Background: an optimization exercise with open tools, aiming at small area. Do not read the settings as production practice.
Only simulation tests tie the RTL to the original design; equivalence was not proved.
Power is estimated from default activity; no workload was simulated.

===== flow/design.v =====
module VGA_Ctrl(
	input		[9:0]	iRed,
	input		[9:0]	iGreen,
	input		[9:0]	iBlue,
	output		[10:0]	oCurrent_X,
	output		[10:0]	oCurrent_Y,
	output		[9:0]	oVGA_R,
	output		[9:0]	oVGA_G,
	output		[9:0]	oVGA_B,
	output	reg			oVGA_HS,
	output	reg			oVGA_VS,
	output				oVGA_BLANK,
	output				oHS_Rise,
	input				iCLK,
	input				iEN,
	input				iRST
	);
reg		[10:0]	H_Cont;
reg		[10:0]	V_Cont;
localparam	H_FRONT	=	16;
localparam	H_SYNC	=	96;
localparam	H_BACK	=	48;
localparam	H_ACT	=	640;
localparam	H_BLANK	=	H_FRONT+H_SYNC+H_BACK;
localparam	H_TOTAL	=	H_FRONT+H_SYNC+H_BACK+H_ACT;
localparam	V_FRONT	=	11;
localparam	V_SYNC	=	2;
localparam	V_BACK	=	32;
localparam	V_ACT	=	480;
localparam	V_BLANK	=	V_FRONT+V_SYNC+V_BACK;
localparam	V_TOTAL	=	V_FRONT+V_SYNC+V_BACK+V_ACT;
assign	oVGA_BLANK	=	~((H_Cont<H_BLANK)||(V_Cont<V_BLANK));
assign	oVGA_R		=	iRed;
assign	oVGA_G		=	iGreen;
assign	oVGA_B		=	iBlue;
assign	oCurrent_X	=	(H_Cont>=H_BLANK)	?	H_Cont-H_BLANK	:	11'h0	;
assign	oCurrent_Y	=	(V_Cont>=V_BLANK)	?	V_Cont-V_BLANK	:	11'h0	;
assign	oHS_Rise	=	iEN && (H_Cont==H_FRONT+H_SYNC-1);
always@(posedge iCLK)
begin
	if(iRST)
	begin
		H_Cont		<=	0;
		oVGA_HS		<=	1;
	end
	else if(iEN)
	begin
		if(H_Cont<H_TOTAL-1)
		H_Cont	<=	H_Cont+1'b1;
		else
		H_Cont	<=	0;
		if(H_Cont==H_FRONT-1)			 
		oVGA_HS	<=	1'b0;
		if(H_Cont==H_FRONT+H_SYNC-1)	 
		oVGA_HS	<=	1'b1;
	end
end
always@(posedge iCLK)
begin
	if(iRST)
	begin
		V_Cont		<=	0;
		oVGA_VS		<=	1;
	end
	else if(oHS_Rise)
	begin
		if(V_Cont<V_TOTAL-1)
		V_Cont	<=	V_Cont+1'b1;
		else
		V_Cont	<=	0;
		if(V_Cont==V_FRONT-1)			 
		oVGA_VS	<=	1'b0;
		if(V_Cont==V_FRONT+V_SYNC-1)	 
		oVGA_VS	<=	1'b1;
	end
end
endmodule
module top(
	input clk, 
	input rst, 
	output servoPWM,  
	output [3:0] R,
	output [3:0] G,
	output [3:0] B,
	output horizontal_sync, 
	output vertical_sync,
	input echo,
	output trigger,
	output echoLED,
	output triggerLED,
	output object,
	output resetSensor,
	output reg [6:0] display1,
	output reg [6:0] display2,
	output reg [6:0] display3,
	output reg [6:0] display4,
	output speaker,
	output [3:0] stateLEDS
	);
localparam STEP = 20000;
localparam [16:0] zeroDegrees =  17'd50000;
localparam [16:0] fortyFiveDegrees = 17'd62500;
localparam [16:0] ninetyDegrees = 17'd75000;
localparam [16:0] onethirtyFiveDrgrees = 17'd87500;
localparam [16:0] oneEightyDegrees = 17'd100000;
localparam [31:0] halfsecond = 32'd40000;
localparam [31:0] quarterSecond = 32'd20000;
localparam [31:0] eigthSecond = 32'd10000;
localparam [6:0] zero = 7'b1000000;
localparam [6:0] one  = 7'b1111001;
localparam [6:0] two = 7'b0100100;
localparam [6:0] three  = 7'b0110000;
localparam [6:0] four = 7'b0011001;
localparam [6:0] five  = 7'b0010010;
localparam [6:0] six = 7'b0000010;
localparam [6:0] seven = 7'b1111000;
localparam [6:0] eight = 7'b0000000;
localparam [6:0] nine = 7'b0011000;
localparam [6:0] off = 7'b1111111;
wire pwmOut, objectDetected, speakerOut;
wire [31:0]  cm_distance;
reg getNewDistance, hadNewDistance;
reg [31:0] counter, tens, ones, hundreds, soundSpeed, positionToDraw, distanceToDraw;
reg [3:0] state;
reg [16:0] thres;
reg [31:0] allDistances [0:3];
reg [3:0]i;
reg [2:0] soundState;
reg [4:0] dangerZone1;
reg [4:0] dangerZone2;
reg getNewDistance_q;
reg [16:0] thres_q;
reg [31:0] tens_q, ones_q, hundreds_q, soundSpeed_q, positionToDraw_q, distanceToDraw_q;
reg [3:0] state_q;
assign servoPWM = pwmOut;
assign object = getNewDistance_q;
assign speaker = speakerOut;
assign stateLEDS = state_q;
assign resetSensor = 1'b0;
PwmGenerator servo(
								.clk(clk),
								.thres(thres_q),
								.reset(rst),
								.pwmsignal(pwmOut)
									);
DrawRadar background(
								.clk(clk), 
								.rst(rst),
								.state(state_q),
								.centimeters(distanceToDraw_q),
								.distanceOnes(ones_q),
								.distanceTens(tens_q),
								.distanceHundreds(hundreds_q),	
								.positionToDraw(positionToDraw_q),
								.R(R),
								.G(G),
								.B(B),
								.horizontal_sync(horizontal_sync), 
								.vertical_sync(vertical_sync)
								);
ultrasonicSensor sensor(
								.clk(clk),
								.rst(rst), 
								.echo(echo),
								.enable(getNewDistance_q),
								.trigger(trigger),
								.totalCounter(),
								.output_distance(cm_distance),
								.echoLED(echoLED), 
								.triggerLED(triggerLED)
								);
sound mySound(
							.signalout(speakerOut),
							.clk(clk),
							.rst(rst),
							.speed(soundSpeed_q)
							);
always@(posedge clk)begin
	if(rst)begin
		counter = 0;
		state = 4'b0000;
		thres = 17'd0;
		getNewDistance = 0;
		dangerZone1 = 5'b0;
		dangerZone2 = 5'b0;
		soundState = 3'b100;
		soundSpeed = halfsecond;
		distanceToDraw = 0;
		positionToDraw = 0;
		tens = 0;
		ones = 0;
		hundreds = 0;
		display1 = off;
		display2 = off;
		display3 = off;
		display4 = off;
	end
	else begin
	hadNewDistance = getNewDistance;
	counter = counter + 1;
	if(counter > STEP)begin
		counter = 0;
			case(state)
				4'b0000: begin
					thres = zeroDegrees;
					state = 4'b0001;
				end
				4'b0001: begin
					getNewDistance = 1'b1;
					state = 4'b0010;
				end
				4'b0010: begin
					getNewDistance = 1'b0;
					if(cm_distance <= 10)begin
						dangerZone1[0] = 1'b1;
					end
					else if((cm_distance > 10 ) && (cm_distance <= 30))begin
						dangerZone2[0] = 1'b1;
					end
					distanceToDraw = cm_distance;
					positionToDraw = 0;
					allDistances[0] = cm_distance;
					state = 4'b0011;
				end
				4'b0011: begin
					thres = ninetyDegrees;
					state = 4'b0100;
				end
				4'b0100:begin
					getNewDistance = 1'b1;
					state = 4'b0101;
				end
				4'b0101: begin
				getNewDistance = 1'b0;
					if(cm_distance <= 10)begin
						dangerZone1[1] = 1'b1;
					end
					else if((cm_distance > 10 ) && (cm_distance <= 30))begin
						dangerZone2[1] = 1'b1;
					end
					distanceToDraw = cm_distance;
					positionToDraw = 90;
					allDistances[1] = cm_distance;
					state = 4'b0110;
				end
				4'b0110:begin
					thres = oneEightyDegrees;
					state = 4'b0111;
				end
				4'b0111:begin
					getNewDistance = 1'b1;
					state = 4'b1000;
				end
				4'b1000: begin
					getNewDistance = 1'b0;
					if(cm_distance <= 10)begin
						dangerZone1[2] = 1'b1;
					end
					else if((cm_distance > 10 ) && (cm_distance <= 30))begin
						dangerZone2[2] = 1'b1;
					end
					distanceToDraw = cm_distance;
					positionToDraw = 180;
					allDistances[2] = cm_distance;
					state = 4'b1001;
				end
				4'b1001:begin
					thres = ninetyDegrees;
					state = 4'b1010;
				end
				4'b1010:begin
					getNewDistance = 1'b1;
					state = 4'b1011;
				end
				4'b1011: begin
					getNewDistance = 1'b0;
					if(cm_distance <= 10)begin
						dangerZone1[3] = 1'b1;
					end
					else if((cm_distance > 10 ) && (cm_distance <= 30))begin
						dangerZone2[3] = 1'b1;
					end
					distanceToDraw = cm_distance;
					positionToDraw = 90;
					allDistances[3] = cm_distance;
					state = 4'b1100;
				end
				4'b1100: begin
					soundState = 3'b100;
					for(i = 0; i < 4; i=i+1)begin
						if(dangerZone1[i])begin
							soundState = 3'b001;
						end
						else if(dangerZone2[i])begin
							soundState = 3'b010;
						end
					end
						dangerZone1[0] = 1'b0;
						dangerZone1[1] = 1'b0;
						dangerZone1[2] = 1'b0;
						dangerZone1[3] = 1'b0;
						dangerZone1[4] = 1'b0;
						dangerZone2[0] = 1'b0;
						dangerZone2[1] = 1'b0;
						dangerZone2[2] = 1'b0;
						dangerZone2[3] = 1'b0;
						dangerZone2[4] = 1'b0;
					state = 4'b0000;
				end
			endcase
			case(soundState)
			3'b001: begin 
				soundSpeed = eigthSecond;
			end
			3'b010: begin 
				soundSpeed = quarterSecond;
			end
			3'b100: begin 
				soundSpeed = halfsecond;
			end
			endcase
	end
	if(getNewDistance && !hadNewDistance)begin
		tens = (cm_distance % 32'd100);
		ones = tens % 32'd10;
		if((cm_distance <= 32'd450) && (cm_distance >=32'd400))begin
			hundreds = 32'd4;
			display3 = four;
		end
		else if((cm_distance <= 32'd399) && (cm_distance >=32'd300))begin
			hundreds = 32'd3;
			display3 = three;
		end
		else if((cm_distance <= 32'd299) && (cm_distance >=32'd200))begin
			hundreds = 32'd2;
			display3 = two;
		end
		else if((cm_distance <= 32'd199) && (cm_distance >=32'd100))begin
			hundreds = 32'd1;
			display3 = one;
		end
		else begin
			hundreds = 32'd0;
			display3 = zero;
		end
		if((tens <= 32'd99) && (tens >=32'd90))begin
			display2 = nine;
		end
		else if((tens <= 32'd89) && (tens >=32'd80))begin
			display2 = eight;
		end
		else if((tens <= 32'd79) && (tens >=32'd70))begin
			display2 = seven;
		end
		else if((tens <= 32'd69) && (tens >=32'd60))begin
			display2 = six;
		end
		else if((tens <= 32'd59) && (tens >=32'd50))begin
			display2 = five;
		end
		else if((tens <= 32'd49) && (tens >=32'd40))begin
			display2 = four;
		end
		else if((tens <= 32'd39) && (tens >=32'd30))begin
			display2 = three;
		end
		else if((tens <= 32'd29) && (tens >=32'd20))begin
			display2 = two;
		end
		else if((tens <= 32'd19) && (tens >=32'd10))begin
			display2 = one;
		end
		else begin
			display2 = zero;
		end
		case(ones)
			32'd0: begin
				display1 = zero;
			end
			32'd1: begin
				display1 = one;
			end
			32'd2: begin
				display1 = two;
			end
			32'd3: begin
				display1 = three;
			end
			32'd4: begin
				display1 = four;
			end
			32'd5: begin
				display1 = five;
			end
			32'd6: begin
				display1 = six;
			end
			32'd7: begin
				display1 = seven;
			end
			32'd8: begin
				display1 = eight;
			end
			32'd9: begin
				display1 = nine;
			end
			default: begin
				display1 = off;
			end
		endcase
	end
	end
	getNewDistance_q <= getNewDistance;
	thres_q <= thres;
	tens_q <= tens;
	ones_q <= ones;
	hundreds_q <= hundreds;
	soundSpeed_q <= soundSpeed;
	positionToDraw_q <= positionToDraw;
	distanceToDraw_q <= distanceToDraw;
	state_q <= state;
end
endmodule
module PwmGenerator(input clk,input [16:0] thres, input reset ,output pwmsignal);
reg [16:0] counter;
reg sig;
assign pwmsignal = sig;
always@(posedge clk)begin
if(reset)begin
	counter = 17'b0;
end
counter = counter +1;
if(counter > thres)begin
	sig = 1'b1;
end
else 
	sig = 1'b0;
end
endmodule
module DrawRadar(
	input clk,
	input rst,
	input [3:0] state,
	input [31:0] centimeters,
	input [31:0] distanceOnes,
	input [31:0] distanceTens,
	input [31:0] distanceHundreds,
	input [31:0] positionToDraw,
	output [3:0] R,
	output [3:0] G,
	output [3:0] B,
	output horizontal_sync, 
	output vertical_sync);
wire [9:0] vgaR, vgaG, vgaB;
wire hsRise;
VGA_Ctrl controller(
						.iRed(mRed),
						.iGreen(mGreen),
						.iBlue(mBlue),
						.oCurrent_X(VGA_X),
						.oCurrent_Y(VGA_Y),
						.oVGA_R(vgaR),
						.oVGA_G(vgaG),
						.oVGA_B(vgaB),
						.oVGA_HS(horizontal_sync),
						.oVGA_VS(vertical_sync),
						.oVGA_BLANK(displayWithinLimits),
						.oHS_Rise(hsRise),
						.iCLK(clk),
						.iEN(~clk25),
						.iRST(rst)
						);
assign R = vgaR[3:0];
assign G = vgaG[3:0];
assign B = vgaB[3:0];
reg clk25;
reg	[9:0]	mRed;  
reg	[9:0]	mGreen; 
reg	[9:0]	mBlue; 
wire	[10:0]	VGA_X;
wire	[10:0]	VGA_Y;
reg[31:0] slope_2, slope_3, width, slope_counter;
reg [31:0] objects_x[0:2];
reg [31:0] objects_y[0:2];
reg [2:0]i, detectedObject;
reg[31:0] j,k;
reg [14:0] number1Matrix;
reg [14:0] number2Matrix;
reg [14:0] number3Matrix;
reg[31:0] numberStartPos_x, numberStartPos_y;
wire displayWithinLimits;  
always@(posedge clk)begin
	if(rst)
		clk25 <= 1'b0;
	else
		clk25 <= ~clk25;
end
always@(posedge clk)begin
	if(rst)begin
		mRed = 10'd0;
		mGreen = 10'd0;
		mBlue = 10'd0;
		slope_2 = 32'd0;
		slope_3 = 32'd0;
		slope_counter = 32'd0;
		width = 32'd1;
		numberStartPos_x = 0;
		numberStartPos_y = 0;
		detectedObject = 3'b000;
		number1Matrix = 15'd0;
		number2Matrix = 15'd0;
		number3Matrix = 15'd0;
	end
	else begin
			case(displayWithinLimits)
				0: begin
					mRed = 4'b0000;
					mGreen = 4'b0000;
					mBlue = 4'b0000;
				end
				1: begin
					if(((VGA_X - 320)*(VGA_X - 320) + (VGA_Y - 480)*(VGA_Y - 480)) <= 400**2)begin
						mRed = 4'b0000;
						mGreen = 4'b0011;
						mBlue = 4'b0000;
					end
					else begin
						mRed = 4'b0000;
						mGreen = 4'b0000;
						mBlue = 4'b0000;
					end
					if(((VGA_X - 320)*(VGA_X - 320) + (VGA_Y - 480)*(VGA_Y - 480)) <= 395**2)begin
						mRed = 4'b0000;
						mGreen = 4'b0000;
						mBlue = 4'b0000;
					end
					if(((VGA_X - 320)*(VGA_X - 320) + (VGA_Y - 480)*(VGA_Y - 480)) <= 300**2)begin
						mRed = 4'b0000;
						mGreen = 4'b0011;
						mBlue = 4'b0000;
					end
					if(((VGA_X - 320)*(VGA_X - 320) + (VGA_Y - 480)*(VGA_Y - 480)) <= 295**2)begin
						mRed = 4'b0000;
						mGreen = 4'b0000;
						mBlue = 4'b0000;
					end
					if(((VGA_X - 320)*(VGA_X - 320) + (VGA_Y - 480)*(VGA_Y - 480)) <= 200**2)begin
						mRed = 4'b0000;
						mGreen = 4'b0011;
						mBlue = 4'b0000;
					end
					if(((VGA_X - 320)*(VGA_X - 320) + (VGA_Y - 480)*(VGA_Y - 480)) <= 195**2)begin
						mRed = 4'b0000;
						mGreen = 4'b0000;
						mBlue = 4'b0000;
					end
					if(((VGA_X - 320)*(VGA_X - 320) + (VGA_Y - 480)*(VGA_Y - 480)) <= 100**2)begin
						mRed = 4'b0000;
						mGreen = 4'b0011;
						mBlue = 4'b0000;
					end
					if(((VGA_X - 320)*(VGA_X - 320) + (VGA_Y - 480)*(VGA_Y - 480)) <= 95**2)begin
						mRed = 4'b0000;
						mGreen = 4'b0000;
						mBlue = 4'b0000;
					end
					if((VGA_X >= 640 - slope_2) && (VGA_X <= (640 - slope_2)+width) && (VGA_Y  >= 320) && (VGA_Y <= 480))begin
						mRed = 4'b0000;
						mGreen = 4'b1111;
						mBlue = 4'b0000;
					end
					else if((VGA_X >= 0 + slope_2) && (VGA_X <= (0 + slope_2)+width) && (VGA_Y  >= 320) && (VGA_Y <= 480))begin
						mRed = 4'b0000;
						mGreen = 4'b1111;
						mBlue = 4'b0000;
					end
					else if((VGA_X >= (160+ slope_3)) && (VGA_X <= (160+slope_3)+width) && (VGA_Y  >= 0) && (VGA_Y <= 480)) begin
						mRed = 4'b0000;
						mGreen = 4'b1111;
						mBlue = 4'b0000;
					end
					else if((VGA_X >= (480 - slope_3)) && (VGA_X <= (480-slope_3)+width) && (VGA_Y  >= 0) && (VGA_Y <= 480)) begin
						mRed = 4'b0000;
						mGreen = 4'b1111;
						mBlue = 4'b0000;
					end
					if(positionToDraw == 0)begin  
									objects_x[0] = 320 + (centimeters);
									objects_y[0] = 480 - (centimeters);
									numberStartPos_x = 320 + (centimeters) - 5;
									numberStartPos_y = 480 - (centimeters) - 10;
									if(centimeters > 0)begin
										detectedObject[0] = 1'b1;
									end
									else begin
										detectedObject[0] = 1'b0;
									end
					end
					if(positionToDraw == 90)begin  
									objects_x[1] = 32'd320;
									objects_y[1] = 480 - (centimeters << 1);
									numberStartPos_x = 32'd320 - 5;
									numberStartPos_y = (480-(centimeters << 1)) - 10;
									if(centimeters > 0)begin
										detectedObject[1] = 1'b1;
									end
									else begin
										detectedObject[1] = 1'b0;
									end
					end
					if(positionToDraw == 180) begin  
						objects_x[2] = 320 - (centimeters);
						objects_y[2] = 480 - (centimeters);
						numberStartPos_x = 320 - (centimeters) - 5;
						numberStartPos_y = 480 - (centimeters) - 10;
						if(centimeters > 0)begin
										detectedObject[2] = 1'b1;
									end
									else begin
										detectedObject[2] = 1'b0;
									end
					end
					for(i = 0;i<3;i=i+1) 
					begin
						if((VGA_X >= (objects_x[i] - 5)) && (VGA_X <= (objects_x[i] + 5)) && ((VGA_Y >= objects_y[i] - 5)) && ((VGA_Y <= objects_y[i] + 5)) && (detectedObject[i] == 1'b1))
						begin
									mRed = 4'b1111;
									mGreen = 4'b0000;
									mBlue = 4'b0000;
						end
					end
		case (distanceHundreds)
			32'd0: begin
				number1Matrix[0] =1; number1Matrix[1] =1; number1Matrix[2] =1;
				number1Matrix[3] =1; number1Matrix[4] =0; number1Matrix[5] =1;
				number1Matrix[6] =1; number1Matrix[7] =0; number1Matrix[8] =1;
				number1Matrix[9] =1; number1Matrix[10] =0; number1Matrix[11] =1;
				number1Matrix[12] =1; number1Matrix[13] =1; number1Matrix[14] =1;
			end
			32'd1: begin
				number1Matrix[0] =0; number1Matrix[1] =1; number1Matrix[2] =0;
				number1Matrix[3] =0; number1Matrix[4] =1; number1Matrix[5] =0;
				number1Matrix[6] =0; number1Matrix[7] =1; number1Matrix[8] =0;
				number1Matrix[9] =0; number1Matrix[10] =1; number1Matrix[11] =0;
				number1Matrix[12] =0; number1Matrix[13] =1; number1Matrix[14] =0;
			end
			32'd2: begin
				number1Matrix[0] =1; number1Matrix[1] =1; number1Matrix[2] =1;
				number1Matrix[3] =0; number1Matrix[4] =0; number1Matrix[5] =1;
				number1Matrix[6] =1; number1Matrix[7] =1; number1Matrix[8] =1;
				number1Matrix[9] =1; number1Matrix[10] =0; number1Matrix[11] =0;
				number1Matrix[12] =1; number1Matrix[13] =1; number1Matrix[14] =1;
			end
			32'd3: begin
				number1Matrix[0] =1; number1Matrix[1] =1; number1Matrix[2] =1;
				number1Matrix[3] =0; number1Matrix[4] =0; number1Matrix[5] =1;
				number1Matrix[6] =1; number1Matrix[7] =1; number1Matrix[8] =1;
				number1Matrix[9] =0; number1Matrix[10] =0; number1Matrix[11] =1;
				number1Matrix[12] =1; number1Matrix[13] =1; number1Matrix[14] =1;
			end
			32'd4: begin
				number1Matrix[0] =1; number1Matrix[1] =0; number1Matrix[2] =1;
				number1Matrix[3] =1; number1Matrix[4] =0; number1Matrix[5] =1;
				number1Matrix[6] =1; number1Matrix[7] =1; number1Matrix[8] =1;
				number1Matrix[9] =0; number1Matrix[10] =0; number1Matrix[11] =1;
				number1Matrix[12] =0; number1Matrix[13] =0; number1Matrix[14] =1;
			end
		endcase
		if((distanceTens <= 32'd99) && (distanceTens >=32'd90))begin
				number2Matrix[0] =1; number2Matrix[1] =1; number2Matrix[2] =1;
				number2Matrix[3] =1; number2Matrix[4] =0; number2Matrix[5] =1;
				number2Matrix[6] =1; number2Matrix[7] =1; number2Matrix[8] =1;
				number2Matrix[9] =0; number2Matrix[10] =0; number2Matrix[11] =1;
				number2Matrix[12] =0; number2Matrix[13] =0; number2Matrix[14] =1;
		end
		else if((distanceTens <= 32'd89) && (distanceTens >=32'd80))begin
				number2Matrix[0] =1; number2Matrix[1] =1; number2Matrix[2] =1;
				number2Matrix[3] =1; number2Matrix[4] =0; number2Matrix[5] =1;
				number2Matrix[6] =1; number2Matrix[7] =1; number2Matrix[8] =1;
				number2Matrix[9] =1; number2Matrix[10] =0; number2Matrix[11] =1;
				number2Matrix[12] =1; number2Matrix[13] =1; number2Matrix[14] =1;
		end
		else if((distanceTens <= 32'd79) && (distanceTens >=32'd70))begin
				number2Matrix[0] =1; number2Matrix[1] =1; number2Matrix[2] =1;
				number2Matrix[3] =0; number2Matrix[4] =0; number2Matrix[5] =1;
				number2Matrix[6] =0; number2Matrix[7] =0; number2Matrix[8] =1;
				number2Matrix[9] =0; number2Matrix[10] =0; number2Matrix[11] =1;
				number2Matrix[12] =0; number2Matrix[13] =0; number2Matrix[14] =1;
		end
		else if((distanceTens <= 32'd69) && (distanceTens >=32'd60))begin
				number2Matrix[0] =1; number2Matrix[1] =0; number2Matrix[2] =0;
				number2Matrix[3] =1; number2Matrix[4] =0; number2Matrix[5] =0;
				number2Matrix[6] =1; number2Matrix[7] =1; number2Matrix[8] =1;
				number2Matrix[9] =1; number2Matrix[10] =0; number2Matrix[11] =1;
				number2Matrix[12] =1; number2Matrix[13] =1; number2Matrix[14] =1;
		end
		else if((distanceTens <= 32'd59) && (distanceTens >=32'd50))begin
				number2Matrix[0] =1; number2Matrix[1] =1; number2Matrix[2] =1;
				number2Matrix[3] =1; number2Matrix[4] =0; number2Matrix[5] =0;
				number2Matrix[6] =1; number2Matrix[7] =1; number2Matrix[8] =1;
				number2Matrix[9] =0; number2Matrix[10] =0; number2Matrix[11] =1;
				number2Matrix[12] =1; number2Matrix[13] =1; number2Matrix[14] =1;
		end
		else if((distanceTens <= 32'd49) && (distanceTens >=32'd40))begin
				number2Matrix[0] =1; number2Matrix[1] =0; number2Matrix[2] =1;
				number2Matrix[3] =1; number2Matrix[4] =0; number2Matrix[5] =1;
				number2Matrix[6] =1; number2Matrix[7] =1; number2Matrix[8] =1;
				number2Matrix[9] =0; number2Matrix[10] =0; number2Matrix[11] =1;
				number2Matrix[12] =0; number2Matrix[13] =0; number2Matrix[14] =1;
		end
		else if((distanceTens <= 32'd39) && (distanceTens >=32'd30))begin
				number2Matrix[0] =1; number2Matrix[1] =1; number2Matrix[2] =1;
				number2Matrix[3] =0; number2Matrix[4] =0; number2Matrix[5] =1;
				number2Matrix[6] =1; number2Matrix[7] =1; number2Matrix[8] =1;
				number2Matrix[9] =0; number2Matrix[10] =0; number2Matrix[11] =1;
				number2Matrix[12] =1; number2Matrix[13] =1; number2Matrix[14] =1;
		end
		else if((distanceTens <= 32'd29) && (distanceTens >=32'd20))begin
				number2Matrix[0] =1; number2Matrix[1] =1; number2Matrix[2] =1;
				number2Matrix[3] =0; number2Matrix[4] =0; number2Matrix[5] =1;
				number2Matrix[6] =1; number2Matrix[7] =1; number2Matrix[8] =1;
				number2Matrix[9] =1; number2Matrix[10] =0; number2Matrix[11] =0;
				number2Matrix[12] =1; number2Matrix[13] =1; number2Matrix[14] =1;
		end
		else if((distanceTens <= 32'd19) && (distanceTens >=32'd10))begin
				number2Matrix[0] =0; number2Matrix[1] =1; number2Matrix[2] =0;
				number2Matrix[3] =0; number2Matrix[4] =1; number2Matrix[5] =0;
				number2Matrix[6] =0; number2Matrix[7] =1; number2Matrix[8] =0;
				number2Matrix[9] =0; number2Matrix[10] =1; number2Matrix[11] =0;
				number2Matrix[12] =0; number2Matrix[13] =1; number2Matrix[14] =0;
		end
		else begin
				number2Matrix[0] =1; number2Matrix[1] =1; number2Matrix[2] =1;
				number2Matrix[3] =1; number2Matrix[4] =0; number2Matrix[5] =1;
				number2Matrix[6] =1; number2Matrix[7] =0; number2Matrix[8] =1;
				number2Matrix[9] =1; number2Matrix[10] =0; number2Matrix[11] =1;
				number2Matrix[12] =1; number2Matrix[13] =1; number2Matrix[14] =1;
		end
		case(distanceOnes)
			32'd0: begin
				number3Matrix[0] =1; number3Matrix[1] =1; number3Matrix[2] =1;
				number3Matrix[3] =1; number3Matrix[4] =0; number3Matrix[5] =1;
				number3Matrix[6] =1; number3Matrix[7] =0; number3Matrix[8] =1;
				number3Matrix[9] =1; number3Matrix[10] =0; number3Matrix[11] =1;
				number3Matrix[12] =1; number3Matrix[13] =1; number3Matrix[14] =1;
			end
			32'd1: begin
				number3Matrix[0] =0; number3Matrix[1] =1; number3Matrix[2] =0;
				number3Matrix[3] =0; number3Matrix[4] =1; number3Matrix[5] =0;
				number3Matrix[6] =0; number3Matrix[7] =1; number3Matrix[8] =0;
				number3Matrix[9] =0; number3Matrix[10] =1; number3Matrix[11] =0;
				number3Matrix[12] =0; number3Matrix[13] =1; number3Matrix[14] =0;
			end
			32'd2: begin
				number3Matrix[0] =1; number3Matrix[1] =1; number3Matrix[2] =1;
				number3Matrix[3] =0; number3Matrix[4] =0; number3Matrix[5] =1;
				number3Matrix[6] =1; number3Matrix[7] =1; number3Matrix[8] =1;
				number3Matrix[9] =1; number3Matrix[10] =0; number3Matrix[11] =0;
				number3Matrix[12] =1; number3Matrix[13] =1; number3Matrix[14] =1;
			end
			32'd3: begin
				number3Matrix[0] =1; number3Matrix[1] =1; number3Matrix[2] =1;
				number3Matrix[3] =0; number3Matrix[4] =0; number3Matrix[5] =1;
				number3Matrix[6] =1; number3Matrix[7] =1; number3Matrix[8] =1;
				number3Matrix[9] =0; number3Matrix[10] =0; number3Matrix[11] =1;
				number3Matrix[12] =1; number3Matrix[13] =1; number3Matrix[14] =1;
			end
			32'd4: begin
				number3Matrix[0] =1; number3Matrix[1] =0; number3Matrix[2] =1;
				number3Matrix[3] =1; number3Matrix[4] =0; number3Matrix[5] =1;
				number3Matrix[6] =1; number3Matrix[7] =1; number3Matrix[8] =1;
				number3Matrix[9] =0; number3Matrix[10] =0; number3Matrix[11] =1;
				number3Matrix[12] =0; number3Matrix[13] =0; number3Matrix[14] =1;
			end
			32'd5: begin
				number3Matrix[0] =1; number3Matrix[1] =1; number3Matrix[2] =1;
				number3Matrix[3] =1; number3Matrix[4] =0; number3Matrix[5] =0;
				number3Matrix[6] =1; number3Matrix[7] =1; number3Matrix[8] =1;
				number3Matrix[9] =0; number3Matrix[10] =0; number3Matrix[11] =1;
				number3Matrix[12] =1; number3Matrix[13] =1; number3Matrix[14] =1;
			end
			32'd6: begin
				number3Matrix[0] =1; number3Matrix[1] =0; number3Matrix[2] =0;
				number3Matrix[3] =1; number3Matrix[4] =0; number3Matrix[5] =0;
				number3Matrix[6] =1; number3Matrix[7] =1; number3Matrix[8] =1;
				number3Matrix[9] =1; number3Matrix[10] =0; number3Matrix[11] =1;
				number3Matrix[12] =1; number3Matrix[13] =1; number3Matrix[14] =1;
			end
			32'd7: begin
				number3Matrix[0] =1; number3Matrix[1] =1; number3Matrix[2] =1;
				number3Matrix[3] =0; number3Matrix[4] =0; number3Matrix[5] =1;
				number3Matrix[6] =0; number3Matrix[7] =0; number3Matrix[8] =1;
				number3Matrix[9] =0; number3Matrix[10] =0; number3Matrix[11] =1;
				number3Matrix[12] =0; number3Matrix[13] =0; number3Matrix[14] =1;
			end
			32'd8: begin
				number3Matrix[0] =1; number3Matrix[1] =1; number3Matrix[2] =1;
				number3Matrix[3] =1; number3Matrix[4] =0; number3Matrix[5] =1;
				number3Matrix[6] =1; number3Matrix[7] =1; number3Matrix[8] =1;
				number3Matrix[9] =1; number3Matrix[10] =0; number3Matrix[11] =1;
				number3Matrix[12] =1; number3Matrix[13] =1; number3Matrix[14] =1;
			end
			32'd9: begin
				number3Matrix[0] =1; number3Matrix[1] =1; number3Matrix[2] =1;
				number3Matrix[3] =1; number3Matrix[4] =0; number3Matrix[5] =1;
				number3Matrix[6] =1; number3Matrix[7] =1; number3Matrix[8] =1;
				number3Matrix[9] =0; number3Matrix[10] =0; number3Matrix[11] =1;
				number3Matrix[12] =0; number3Matrix[13] =0; number3Matrix[14] =1;
			end
		endcase
						for(j = 0; j < 5; j=j+1)
						begin	
								for(k = 0; k< 3; k=k+1)
								begin
									if((VGA_X == numberStartPos_x+k) && (VGA_Y == (numberStartPos_y + j)) && (number1Matrix[j*3+k] == 1 ) && (centimeters > 0))begin
											mRed = 4'b1111;
											mGreen = 4'b1111;
											mBlue = 4'b0000;
									end
								end
							end
						for(j = 0; j < 5; j=j+1)
							begin	
								for(k = 0; k< 3; k=k+1)
								begin
									if((VGA_X == (numberStartPos_x + 5)+k) && (VGA_Y == (numberStartPos_y + j)) && (number2Matrix[j*3+k] == 1 ) && (centimeters > 0))begin
											mRed = 4'b1111;
											mGreen = 4'b1111;
											mBlue = 4'b0000;
									end
								end
							end
						for(j = 0; j < 5; j=j+1)
							begin	
								for(k = 0; k< 3; k=k+1)
								begin
									if((VGA_X == (numberStartPos_x + 10)+k) && (VGA_Y == (numberStartPos_y + j)) && (number3Matrix[j*3+k] == 1 ) && (centimeters > 0))begin
											mRed = 4'b1111;
											mGreen = 4'b1111;
											mBlue = 4'b0000;
									end
								end
							end
				end			
			endcase
	if(hsRise)begin
		if( (VGA_Y >= 320) && (VGA_Y <= 480)) begin
			slope_2 = slope_2 + 32'd2;
		end
		else begin
			slope_2 = 32'd0;
		end
		if( (VGA_Y >= 1) && (VGA_Y <= 480)) begin
			slope_counter = slope_counter + 1;
			if(slope_counter > 2)
			begin
				slope_counter = 0;
				slope_3 = slope_3 + 32'd1;
			end
		end
		else begin
			slope_3 = 32'd0;
		end
	end
	end
end
endmodule
module sound(output reg signalout, input  clk, input rst, input [31:0] speed);
	localparam [31:0] toneLow = 32'd38;
	localparam [31:0] toneHigh = 32'd76;
	reg [31:0] mycounter1, mycounter2, countlow, counthigh; 
	reg [3:0] progress, lastnote;
	always@(posedge clk) begin
		if(rst) begin
			mycounter1=0;
			mycounter2=0; 
			signalout=0; 
			progress = 4'b1000; 
			lastnote = 4'b1001;
			countlow = toneLow; 
			counthigh = toneHigh; 
		end
		else
		case(progress)
			default: begin end
			4'b0000: 
			begin
				mycounter1 = mycounter1 + 1'b1; 
				mycounter2 = mycounter2 + 1'b1;
				if (mycounter1 < countlow) begin
					signalout = 0;
				end
				if ((mycounter1 >= countlow) && (mycounter1 < counthigh)) begin 
					signalout = 1;
				end 
				if (mycounter1 >= counthigh) begin 
					signalout = 0; 
					mycounter1 = 0;	
					if (mycounter2 >= speed) begin
						progress = lastnote; 
						mycounter2 = 0;
					end 
				end 
			end
			4'b1001: begin  
			signalout = 0;
				countlow = 0; 
				counthigh = 0; 
				progress = 0; 
				lastnote = 4'b1000;
			end	
			4'b1000: begin  
				countlow = toneLow; 
				counthigh = toneHigh; 
				progress = 0; 
				lastnote = 4'b1001;
			end
		endcase 
	end
endmodule 
module ultrasonicSensor(
	input clk,
	input rst, 
	input echo,
	input enable,
	output reg trigger,
	output reg [31:0] totalCounter,
	output reg [31:0] output_distance,	
	output echoLED, 
	output triggerLED
);
localparam STEP = 20000;
localparam CM_TICKS = 16;
reg [31:0] counter, counter_cm, distance_cm, distance_out;
assign echoLED = echo;
assign triggerLED = trigger;
always@(posedge clk) begin
	if(rst) begin
			counter = 0;
			totalCounter = 0;
			distance_cm = 0;
			counter_cm = 0;
			trigger = 1'b0;
			distance_out = 0;
	end
	else begin
		counter = counter + 1;
		if(counter <= 500) begin 
			trigger = 1'b1;
		end
		else begin
			trigger = 1'b0;
		end
		if(echo)begin
			totalCounter = totalCounter + 1;
			counter_cm = counter_cm + 1;
			if(counter_cm >= CM_TICKS)begin
				counter_cm = 0;
				distance_cm = distance_cm + 1;
			end
		end
		if(enable)begin
			if(distance_cm < 200) begin
				distance_out = distance_cm;
			end
			else begin
				distance_out = 0;
			end
		end
		if(counter > STEP) begin  
			counter = 0;
			totalCounter = 0;
			counter_cm = 0;
			distance_cm = 0;
		end	
	end
	output_distance <= distance_out;
end
endmodule

===== flow/run.sh =====
#!/bin/bash
# synth_recipe.tcl (not shown) runs the flow's synth.tcl, then flattens the netlist and writes it again
# the make line also repeats each setting of config.mk as NAME=value (left out here)
make -C /OpenROAD-flow-scripts/flow DESIGN_CONFIG=/design/flow/config.mk WORK_HOME=/design/flow/orfs CLKGATE_MAP_FILE= SYNTH_SCRIPT=/design/flow/synth_recipe.tcl finish

===== flow/config.mk =====
export PLATFORM = sky130hd
export DESIGN_NAME = top
export DESIGN_NICKNAME = top
export VERILOG_FILES = /design/flow/design.v
export SDC_FILE = /design/flow/constraint.sdc
export NUM_CORES = 4
export LEC_CHECK = 0
export CAP_MARGIN = 20
export CORE_MARGIN = 2
export CORE_UTILIZATION = 40
export SLEW_MARGIN = 20

===== flow/constraint.sdc =====
create_clock -name core_clock -period 22.0 [get_ports {clk}]
set_input_delay 4.4000 -clock core_clock [delete_from_list [all_inputs] [get_ports {clk}]]
set_output_delay 4.4000 -clock core_clock [all_outputs]
set_load 0.01 [all_outputs]

==> summary.txt <==
Outcome
  – Status: finished clean

Placed design
  – Placed instance count: 13788
  – Placer Congestion: about 0.97
  – Cell Area, Placed: ~91000 sq um
  – HPWL after detailed placement: roughly 220000 um
  – Port bufs: 43

Synthesis
  – Yosys reg bits: ~810
  – Post-Syn Area: slightly below 90000 sq um
  – Synthesized area per cell: between 7 and 8 sq um
  – Post-synth EDFFs: around 190
  – Yosys top cell by area: dfxtp_1
  – Post-synthesis sequential area ratio: between 20% and 30%
  – Synth Instances: approximately 11000
  – Ys async rst share: 0%
  – Library cells used by synthesis: ~140
  – Synth Flop Type: dfxtp_1
  – Top cell type's share of synthesized area: 14.1%
  – Synth area leaders: dfxtp_1, fa_1, ha_1, xnor2_1, edfxtp_1
  – Synthesis Warnings: 9

Pwr
  – Leak: between 30 and 40 nW
  – VDD IR max: between 0.00005 and 0.00006 V
  – PwrDens: between 30 and 40 nW/um^2

STA
  – Setup tns final: 0 ns
  – Least-Margin Pin Slew: approximately 1.2 ns
  – Final setup skew: around 0.050 ns
  – Top achievable clock speed: 0.0496 GHz
  – Fin crit share: between 90 and 100%
  – Tmin final: approximately 20 ns
  – RSZ-0062 raised after global routing: false
  – Final Hold Viols: 0
  – Max-slew headroom: 22.0%
  – # setup viols final: 0
  – Pins Over Slew Limit: 0

Clock network
  – CTS tree: built
  – Clk slew on worst S/H paths: 0.06 ns
  – CTS Buffer Depth: 3
  – Post-CTS Setup Inserts: 0
  – Root Buffer: clkbuf_16
  – Clock Sink Count: slightly above 800
  – Clk Latency, worst-skew pair: approximately 0.77 ns
  – H-tree Lvls: 3
  – CTS Buf Count: 98

Floorplan
  – Die H: around 470 um
  – Io pins: 56
  – # rows: 171
  – Placeable Area: between 200000 and 250000 sq um
  – Initial Util: roughly two fifths
  – Die X: 472 um
  – Die area: 222000 sq um

Final layout
  – Reg area: ~18000 sq um
  – Post-route design area: 94600 sq um
  – Final core occ: 43.6%
  – Area taken by multi-input logic gates: 64100 sq um
  – Syn-to-layout area delta: 8.22%
  – Filler-free cell count of the finished design: 13975
  – Nets: around 12000
  – Leading cell type in the layout, fill and taps excluded: nor2_1
  – Most frequent cells in the layout: nor2_1, nand2_1, inv_1, xnor2_1, dfxtp_1
  – Fill cells: 21570
  – Share of cells above drive strength 1: about 4.9%

Worst hold path
  – HP Start: mySound.mycounter2[15]
  – Worst Hold Class: flop to flop

Setup path
  – CP max stage cell: dfxtp_2
  – Most frequent CP cell: o21ai_1
  – Crit Path Max Fanout: 25
  – Worst setup SP type: flop
  – Crit. End Element: flop
  – Arrival @ worst endpoint: 20.85 ns
  – Worst R2R Start: sensor.output_distance[28]
  – Slowest stage delay, CP: ~0.62 ns
  – Critical Path RT: approximately 23 ns
  – Kind of critical path: flop to flop
  – Critical path launch point: sensor.output_distance[28]
  – Reg2reg setup slack: ~1.8 ns

Drt
  – DRT Wirelength: between 200000 and 300000 um
  – Post-DR wirelength/cell: 19.9 um
  – DR iter-0 viols: 7263
  – Drt first pass iters: 9
  – Vias: 80202
  – # DRC: 0
  – Vias per cell: 5.74
  – DRT antenna net count: 0

Flow run
  – Max-cap violation count: 0

Global route
  – Number of global-route vias before repair: around 77000
  – First-pass GRT wire length: approximately 440000 um
  – GRT Residual Overflow: 0
  – Largest net degree at the start of global routing: approximately 140
  – GRT Overall Usage: between 20% and 30%
  – Initial antenna violation count: 8
[what timing repair did]
| item | CTS | global route |
|---|---|---|
| endpoints found under the setup margin | 0 | 12 |
| resized for setup | 0 | 11 |
| hold endpoints to repair | 0 | 0 |
| hold buffers | 0 | 0 |
[critical path: cells and delay by family (launching register included)]
kind,cells,cell delay (ns)
flip-flops,1,0.62
AO/OA/AOI/OAI,40,13.83
AND/OR/NAND/NOR,12,3.08
multiplexers,3,0.96
XOR/XNOR,4,1.59
[Yosys cell counts (176+ instances only)]
cell and instances:
a21oi_1 581, and3_1 241, clkbuf_1 391, dfxtp_1 614
edfxtp_1 192, fa_1 553, ha_1 525, inv_1 968
nand2_1 1117, nand3_1 408, nand4_1 190, nor2_1 1228
nor3_1 371, nor4_1 176, o21ai_0 451, xnor2_1 685
xor2_1 316
[layer usage]
layer | vias up | share of wire (%) | track usage (%)
met4 | 4 | 2.8 | 6.56
met3 | 401 | 7.0 | 3.44
met5 | - | 0.010 | 0
met2 | 2683 | 44 | 38.0
li1 | 38346 | - | -
met1 | 38768 | 46 | 34.9
[sequential cells by signal (all words and copies together) (netlist names), 17 cells and up]
register	cells
mySound.mycounter2	32
sensor.output_distance	32
background.objects_x	96
background.slope_3	32
sensor.distance_cm	32
mySound.mycounter1	32
counter	32
background.numberStartPos_y	32
ones_q	31
background.objects_y	96
servo.counter	17
background.numberStartPos_x	32
sensor.counter	32
distanceToDraw_q	32
background.slope_2	31
background.slope_counter	32
sensor.counter_cm	32
tens_q	32
[final timing paths]
| kind | endpoint | depth (start not counted) |
|---|---|---|
| max | display1[5] | 59 |
| min reg2reg | mySound.mycounter2[15] | 2 |
| max reg2reg | display1[5] | 59 |
| min | mySound.mycounter2[15] | 2 |
[report_power, final]
part           internal (mW)  switching [mW]
Sequential              1.53          0.0202
Combinational         0.0768           0.145
Clock                   1.02           0.726
[kinds of logic (layout without fill, tap and decap cells)]
| kind of cell | Yosys count | after routing | share of synthesized area, % |
|---|---|---|---|
| buffers and inverters | 1462 | 1376 | 6.43 |
| AOI/OAI and AO/OA | 2115 | 2115 | 15.7 |
| xor gates and xnor gates | 1008 | 1008 | 10.2 |
| other | 2 | 49 | 0.00859 |
| muxes | 142 | 142 | 1.67 |
| DFF | 806 | 806 | 20.6 |
| adders and majority gates | 1082 | 1082 | 20.2 |
| and+or+nand+nor | 4543 | 4543 | 25.1 |
[layout make-up]
cell class,instances,share of cell area [%]
Antenna cell,3,0.00793
Clock buffer,139,3.00
Clock inverter,44,0.650
Inverter,981,3.89
Multi-Input combinational cell,8936,67.7
Sequential cell,806,19.1
Tap cell,2854,3.77
Timing Repair Buffer,212,1.84
[stage by stage]
step / setup slack [ns] / power [mW] / hold slack, ns
global route: 0.0603 / 3.64 / 0.461
finish: 1.84 / 3.51 / 0.444
detailed placement: 1.35 / 1.80 / 0.434
global placement: 1.13 / 1.79 / 0.428
CTS: 1.27 / 3.56 / 0.443
floorplan: 5.45 / 1.72 / 0.413

## port drivers added, routing unchanged
In the flow no input, the clock included, has a driving cell. The finished layout below was timed again as built, in two steps.
Step 1 sets driving cells, clkbuf_16 on the clock port and buf_2 on the other inputs (assumed; they add their load-dependent delay and slew).
Step 2 times the ports against the registers' clock, not the clock port: input delays grow and output delays shrink by t, the midpoint of the rising clock arrivals with the driver on.
Three values: no drivers, after step 1, after step 2; two values: the first two.
t (ns): 0.834
setup WS [ns]: 1.838 / 1.838 / 1.838
worst setup path after step 2: register to register
clock arrival spread, ns: 0.053 / 0.054
worst register clock-pin slew, ns: 0.07 / 0.07
After both steps this run still meets setup and hold. The setup slack of this run moves by 0.000 ns with the drivers and by 0.000 ns with both steps.
